From an optimization exercise on the open Yosys and OpenROAD flow, aimed at small area; shortcuts taken in it are not production practice.
At most, simulation tests tie the RTL to the original design; equivalence was not proved.
No activity file was given, so power comes from the tool's default toggle rates.

## tv80s
module tv80s
#(
    parameter Mode    = 0,   
    parameter T2Write = 1,   
    parameter IOWait  = 1    
)
(
    input         reset_n, 
    input         clk, 
    input         cen,       
    input         wait_n, 
    input         int_n, 
    input         nmi_n, 
    input         busrq_n, 
    output        busak_n, 
    output        m1_n, 
    output        mreq_n, 
    output        iorq_n, 
    output        rd_n, 
    output        wr_n, 
    output        rfsh_n, 
    output        halt_n, 
    output [15:0] A, 
    input  [7:0]  di,
    output [7:0]  dout
);
  reg           mreq_n_reg; 
  reg           iorq_n_reg; 
  reg           rd_n_reg; 
  reg           wr_n_reg;
  reg  [7:0]    di_reg;
  wire          intcycle_n;
  wire          no_read;
  wire          write;
  wire          iorq;
  wire [6:0]    mcycle;
  wire [6:0]    tstate;
  assign mreq_n = mreq_n_reg;
  assign iorq_n = iorq_n_reg;
  assign rd_n   = rd_n_reg;
  assign wr_n   = wr_n_reg;
  tv80_core #(Mode, IOWait) i_tv80_core
  (
    .cen         (cen),
    .m1_n        (m1_n),
    .iorq        (iorq),
    .no_read     (no_read),
    .write       (write),
    .rfsh_n      (rfsh_n),
  ...
Size: ~350 flip-flops, about 47 I/O pins, roughly 24000 µm² of cells after synthesis.
==> flow/config.mk <==
export PLATFORM = sky130hd
export DESIGN_NAME = tv80s
export DESIGN_NICKNAME = tv80s
export VERILOG_FILES = /design/flow/design.v
export SDC_FILE = /design/flow/constraint.sdc
export NUM_CORES = 8
export LEC_CHECK = 0
export CAP_MARGIN = 20
export CORE_MARGIN = 2
export CORE_UTILIZATION = 40
export SLEW_MARGIN = 20
==> flow/constraint.sdc <==
create_clock -name core_clock -period 10.0 [get_ports {clk}]
set_input_delay 2.0000 -clock core_clock [delete_from_list [all_inputs] [get_ports {clk}]]
set_output_delay 2.0000 -clock core_clock [all_outputs]
set_load 0.01 [all_outputs]
standard.sh (not shown) runs the stock make flow with config.mk's settings and CLKGATE_MAP_FILE= SYNTH_SCRIPT=/design/flow/synth_recipe.tcl, a recipe that flattens the netlist after the stock synthesis.
==> flow/flow/run.sh <==
#!/bin/bash
# ORFS flow (the standard.sh) with:
#  - an area-oriented ABC script (deepsyn + area-recovering mapping) in place
#    of ORFS's speed script; OpenROAD repairs timing as usual afterwards,
#  - the buffers that timing-driven global placement inserts removed again
#    right after it (repair_design / repair_timing add back what is needed),
#    with a 0.15 ns setup margin for repair_timing, and a slightly
#    pessimistic wire RC for the repair after global routing,
#  - CTS without dummy loads and with larger sink clusters,
#  - port buffers from the smallest buffer cell,
#  - a higher placement density.
set -euo pipefail
rm -rf scripts_local
cp -r "$FLOW_HOME/scripts" scripts_local
cp flow/abc_map.script scripts_local/abc_speed.script
bash standard.sh SCRIPTS_DIR="$PWD/scripts_local" \
  "CTS_ARGS=-sink_clustering_enable -repair_clock_nets -dont_use_dummy_load -sink_clustering_size 24 -sink_clustering_max_diameter 80" \
  "BUFFER_PORTS_ARGS=-buffer_cell sky130_fd_sc_hd__buf_1" \
  PLACE_DENSITY=0.75 \
  POST_GLOBAL_PLACE_TCL="$PWD/flow/post_gpl.tcl" \
  SETUP_SLACK_MARGIN=0.15 \
  PRE_GLOBAL_ROUTE_TCL="$PWD/flow/pre_grt.tcl" \
  finish > standard.log 2>&1
Other scripts of this flow, unchanged in this note and not shown: flow/flow/abc_map.script, flow/flow/post_gpl.tcl, flow/flow/pre_grt.tcl
Then changed:
--- a/flow/flow/run.sh
+++ b/flow/flow/run.sh
@@ -8,3 +8,3 @@
 #    pessimistic wire RC for the repair after global routing,
-#  - CTS without dummy loads and with larger sink clusters,
+#  - CTS without dummy loads, with clkbuf_8 leaf buffers,
 #  - port buffers from the smallest buffer cell,
@@ -16,3 +16,3 @@
 bash standard.sh SCRIPTS_DIR="$PWD/scripts_local" \
-  "CTS_ARGS=-sink_clustering_enable -repair_clock_nets -dont_use_dummy_load -sink_clustering_size 24 -sink_clustering_max_diameter 80" \
+  "CTS_ARGS=-sink_clustering_enable -repair_clock_nets -dont_use_dummy_load -sink_clustering_size 16 -sink_clustering_max_diameter 60 -buf_list sky130_fd_sc_hd__clkbuf_8 -root_buf sky130_fd_sc_hd__clkbuf_16" \
   "BUFFER_PORTS_ARGS=-buffer_cell sky130_fd_sc_hd__buf_1" \
What happened:
- The new run ran to the end with no violations
- die area stays the same
- first-iteration DRC count increases by 1.3%
- fmax barely changes
No functional check of the RTL was part of any run of this note.


Another version of the RTL of tv80s (not shown whole).
For scale: ~340 flip-flops.
## tv80s
module tv80s
#(
    parameter Mode    = 0,   
    parameter T2Write = 1,   
    parameter IOWait  = 1    
)
(
    input         reset_n, 
    input         clk, 
    input         cen,       
    input         wait_n, 
    input         int_n, 
    input         nmi_n, 
    input         busrq_n, 
    output        busak_n, 
    output        m1_n, 
    output        mreq_n, 
    output        iorq_n, 
    output        rd_n, 
    output        wr_n, 
    output        rfsh_n, 
    output        halt_n, 
    output [15:0] A, 
    input  [7:0]  di,
    output [7:0]  dout
);
Settings: LEC_CHECK=0, CAP_MARGIN=20, CORE_MARGIN=2, CORE_UTILIZATION=40, CTS_BUF_LIST=sky130_fd_sc_hd__clkbuf_4 sky130_fd_sc_hd__clkbuf_8, SLEW_MARGIN=20; clock period 10.0 ns.
run.sh (not shown) runs the stock make flow with config.mk's settings and CLKGATE_MAP_FILE= SYNTH_SCRIPT=/design/flow/synth_recipe.tcl, a recipe that flattens the netlist after the stock synthesis.
Stock flow here: none of the scripts above is used.
The baseline produced a clean layout.
Then changed:
CTS_BUF_LIST = unset   (was sky130_fd_sc_hd__clkbuf_4 sky130_fd_sc_hd__clkbuf_8)
GPL_TIMING_DRIVEN = 0   (was unset)
This time the run completed and failed the layout checks on negative setup slack.
Non-clock buffer count increases by 213.
Utilization grows by 0.82 points.
Routed wire length came out higher by 13%.
Total power went up by 7.0%.
Final area climbs by 1.8%.
Flip-flop and latch count does not change.
Final cell count climbs by 3.2%.
Then changed:
GPL_TIMING_DRIVEN = unset   (was 0)
- Now the flow went through all stages and came out clean
- worst hold slack gains 0.0042 ns
- utilization shrinks by 0.79 points
- wire length shrinks by 12%
- worst setup slack gains 1.4 ns
- via count shrinks by 6.6%
- final area shrinks by 1.7%
- area after synthesis stays the same
Function was not checked in any run of this note: the RTL went through the layout flow alone.


Another version of the RTL of tv80s (not shown whole).
For scale: about 340 flip-flops, roughly 0.022 mm2 of cells after synthesis.
## tv80s
module tv80s
#(
    parameter Mode    = 0,   
    parameter T2Write = 1,   
    parameter IOWait  = 1    
)
(
    input         reset_n, 
    input         clk, 
    input         cen,       
    input         wait_n, 
    input         int_n, 
    input         nmi_n, 
    input         busrq_n, 
    output        busak_n, 
    output        m1_n, 
    output        mreq_n, 
    output        iorq_n, 
    output        rd_n, 
    output        wr_n, 
    output        rfsh_n, 
    output        halt_n, 
    output [15:0] A, 
    input  [7:0]  di,
    output [7:0]  dout
);
export LEC_CHECK = 0
export CAP_MARGIN = 20
export CORE_MARGIN = 2
export CORE_UTILIZATION = 40
export SLEW_MARGIN = 20
create_clock -name core_clock -period 10.0 [get_ports {clk}]
standard.sh (not shown) runs the stock make flow with config.mk's settings and CLKGATE_MAP_FILE= SYNTH_SCRIPT=/design/flow/synth_recipe.tcl, a recipe that flattens the netlist after the stock synthesis.
==> flow/flow/run.sh <==
#!/bin/bash
# ORFS flow (the standard.sh) with:
#  - an area-oriented ABC script (deepsyn + area-recovering mapping) in place
#    of ORFS's speed script; OpenROAD repairs timing as usual afterwards,
#  - no extraction of adders into half/full-adder cells before ABC, so that
#    ABC optimizes the arithmetic together with the rest of the logic,
#  - the buffers that timing-driven global placement inserts removed again
#    right after it (repair_design / repair_timing add back what is needed),
#    with a 0.15 ns setup margin for repair_timing, and a slightly
#    pessimistic wire RC for the repair after global routing,
#  - CTS without dummy loads, with clkbuf_8 leaf buffers,
#  - port buffers from the smallest buffer cell,
#  - a higher placement density.
set -euo pipefail
rm -rf scripts_local
cp -r "$FLOW_HOME/scripts" scripts_local
cp flow/abc_map.script scripts_local/abc_speed.script
bash standard.sh SCRIPTS_DIR="$PWD/scripts_local" ADDER_MAP_FILE= \
  "CTS_ARGS=-sink_clustering_enable -repair_clock_nets -dont_use_dummy_load -sink_clustering_size 16 -sink_clustering_max_diameter 60 -buf_list sky130_fd_sc_hd__clkbuf_8 -root_buf sky130_fd_sc_hd__clkbuf_16" \
  "BUFFER_PORTS_ARGS=-buffer_cell sky130_fd_sc_hd__buf_1" \
  PLACE_DENSITY=0.75 \
  POST_GLOBAL_PLACE_TCL="$PWD/flow/post_gpl.tcl" \
  SETUP_SLACK_MARGIN=0.15 \
  PRE_GLOBAL_ROUTE_TCL="$PWD/flow/pre_grt.tcl" \
  finish > standard.log 2>&1
==> flow/flow/abc_map.script <==
&get -n
&st
&deepsyn -J 20
&dch
&nf -R 1000 -C 32 -F 10 -A 10
&put
topo
stime -c
Other scripts of this flow, unchanged in this note and not shown: flow/flow/post_gpl.tcl, flow/flow/pre_grt.tcl
The baseline passed the timing, design-rule and antenna checks.
==> next run, changes <==
--- a/flow/flow/run.sh
+++ b/flow/flow/run.sh
@@ -3,6 +3,4 @@
 #  - an area-oriented ABC script (deepsyn + area-recovering mapping) in place
 #    of ORFS's speed script; OpenROAD repairs timing as usual afterwards,
-#  - no extraction of adders into half/full-adder cells before ABC, so that
-#    ABC optimizes the arithmetic together with the rest of the logic,
 #  - the buffers that timing-driven global placement inserts removed again
 #    right after it (repair_design / repair_timing add back what is needed),
@@ -16,5 +14,5 @@
 cp -r "$FLOW_HOME/scripts" scripts_local
 cp flow/abc_map.script scripts_local/abc_speed.script
-bash standard.sh SCRIPTS_DIR="$PWD/scripts_local" ADDER_MAP_FILE= \
+bash standard.sh SCRIPTS_DIR="$PWD/scripts_local" \
   "CTS_ARGS=-sink_clustering_enable -repair_clock_nets -dont_use_dummy_load -sink_clustering_size 16 -sink_clustering_max_diameter 60 -buf_list sky130_fd_sc_hd__clkbuf_8 -root_buf sky130_fd_sc_hd__clkbuf_16" \
   "BUFFER_PORTS_ARGS=-buffer_cell sky130_fd_sc_hd__buf_1" \
=> Total power increases by 17%; area after synthesis increases by 7.3%; clock skew increases by 24 ps; critical path depth decreases by 3; clock-buffer cell count increases by 2.
==> next run, changes <==
--- a/flow/flow/run.sh
+++ b/flow/flow/run.sh
@@ -3,4 +3,6 @@
 #  - an area-oriented ABC script (deepsyn + area-recovering mapping) in place
 #    of ORFS's speed script; OpenROAD repairs timing as usual afterwards,
+#  - no extraction of adders into half/full-adder cells before ABC, so that
+#    ABC optimizes the arithmetic together with the rest of the logic,
 #  - the buffers that timing-driven global placement inserts removed again
 #    right after it (repair_design / repair_timing add back what is needed),
@@ -9,10 +11,9 @@
 #  - CTS without dummy loads, with clkbuf_8 leaf buffers,
 #  - port buffers from the smallest buffer cell,
-#  - a higher placement density.
 set -euo pipefail
 rm -rf scripts_local
 cp -r "$FLOW_HOME/scripts" scripts_local
 cp flow/abc_map.script scripts_local/abc_speed.script
-bash standard.sh SCRIPTS_DIR="$PWD/scripts_local" \
+bash standard.sh SCRIPTS_DIR="$PWD/scripts_local" ADDER_MAP_FILE= \
   "CTS_ARGS=-sink_clustering_enable -repair_clock_nets -dont_use_dummy_load -sink_clustering_size 16 -sink_clustering_max_diameter 60 -buf_list sky130_fd_sc_hd__clkbuf_8 -root_buf sky130_fd_sc_hd__clkbuf_16" \
   "BUFFER_PORTS_ARGS=-buffer_cell sky130_fd_sc_hd__buf_1" \
==> flow/flow/abc_map.script (replaced) <==
&get -n
&st
&deepsyn -J 20
&dch -f
&nf -R 1000 -C 32 -F 10 -A 10 -p
&put
topo
stime -c
--- a/flow/config.mk
+++ b/flow/config.mk
@@ -6,6 +6,6 @@
 export NUM_CORES = 8
 export LEC_CHECK = 0
-export CAP_MARGIN = 20
+export CAP_MARGIN = 5
 export CORE_MARGIN = 2
 export CORE_UTILIZATION = 40
-export SLEW_MARGIN = 20
+export SLEW_MARGIN = 5
The new run finished clean.
Total power shrinks by 4.5%.
Design area shrinks by 6.6%.
Area after synthesis shrinks by 7.0%.
Wire length shrinks by 6.2%.
==> next run, changes <==
==> flow/flow/abc_map.script (replaced) <==
&get -n
&st
&deepsyn -J 30
&dch -f
&nf -R 1000 -C 32 -F 10 -A 10 -p
&put
topo
stime -c
=>
- The changed run completed without violations
- combinational power hardly moves
- design area is unchanged
- maximum frequency is unchanged
- power stays the same
- synthesized area stays the same
- cell count does not change
- routed wire length does not change
==> next run, changes <==
==> flow/flow/abc_map.script (replaced) <==
&get -n
&st
&deepsyn -J 20
&dch
&nf -R 1000 -C 32 -F 10 -A 10
&put
topo
stime -c
Clock power went down by about 1%.
Power went down by about 11%.
Worst setup slack barely changes.
Clock-buffer cell count went down by 1.

[separate check: timing with driven ports]
The flow's constraints put no driver on any port. The routed layouts listed below were extracted and timed again, unchanged, in two steps. Step 1, drivers: a clkbuf_16 drives clk and a buf_2 each remaining input, both assumed. Step 2 also shifts input and output timing later by t, the mid clock arrival at the registers, as if the neighbouring blocks saw the same clock. Slacks: ideal / step 1 / step 2; pairs: ideal / step 1.
| run | t, ns | setup slack, ns | hold WS [ns] | clock arrival spread, ns |
|---|---|---|---|---|
| the first run of note 1 | 0.646 | 0.659 / 0.659 / 0.659 | 0.472 / 0.472 / 0.472 | 0.112 / 0.112 |
| the second run of note 1 | 0.600 | 0.655 / 0.655 / 0.655 | 0.471 / 0.471 / 0.471 | 0.086 / 0.086 |
| the first run of note 2 | 0.760 | 1.400 / 1.400 / 1.400 | 0.478 / 0.478 / 0.478 | 0.061 / 0.060 |
| the second run of note 2 | 0.682 | -0.002 / -0.002 / -0.002 | 0.472 / 0.472 / 0.472 | 0.049 / 0.049 |
| the third run of note 2 | 0.673 | 1.401 / 1.401 / 1.401 | 0.476 / 0.476 / 0.476 | 0.055 / 0.055 |
| the first run of note 3 | 0.582 | 0.703 / 0.703 / 0.703 | 0.490 / 0.490 / 0.490 | 0.064 / 0.064 |
| the second run of note 3 | 0.599 | 0.809 / 0.809 / 0.809 | 0.488 / 0.488 / 0.488 | 0.084 / 0.083 |
| the third run of note 3 | 0.596 | 0.647 / 0.647 / 0.647 | 0.485 / 0.485 / 0.485 | 0.093 / 0.094 |
| the fourth run of note 3 | 0.596 | 0.647 / 0.647 / 0.647 | 0.485 / 0.485 / 0.485 | 0.093 / 0.094 |
| the fifth run of note 3 | 0.586 | 0.650 / 0.649 / 0.649 | 0.487 / 0.487 / 0.487 | 0.081 / 0.081 |
The setup slack of the fifth run of note 3, which loses most, moves by -0.001 ns with the drivers and by -0.001 ns with both steps.
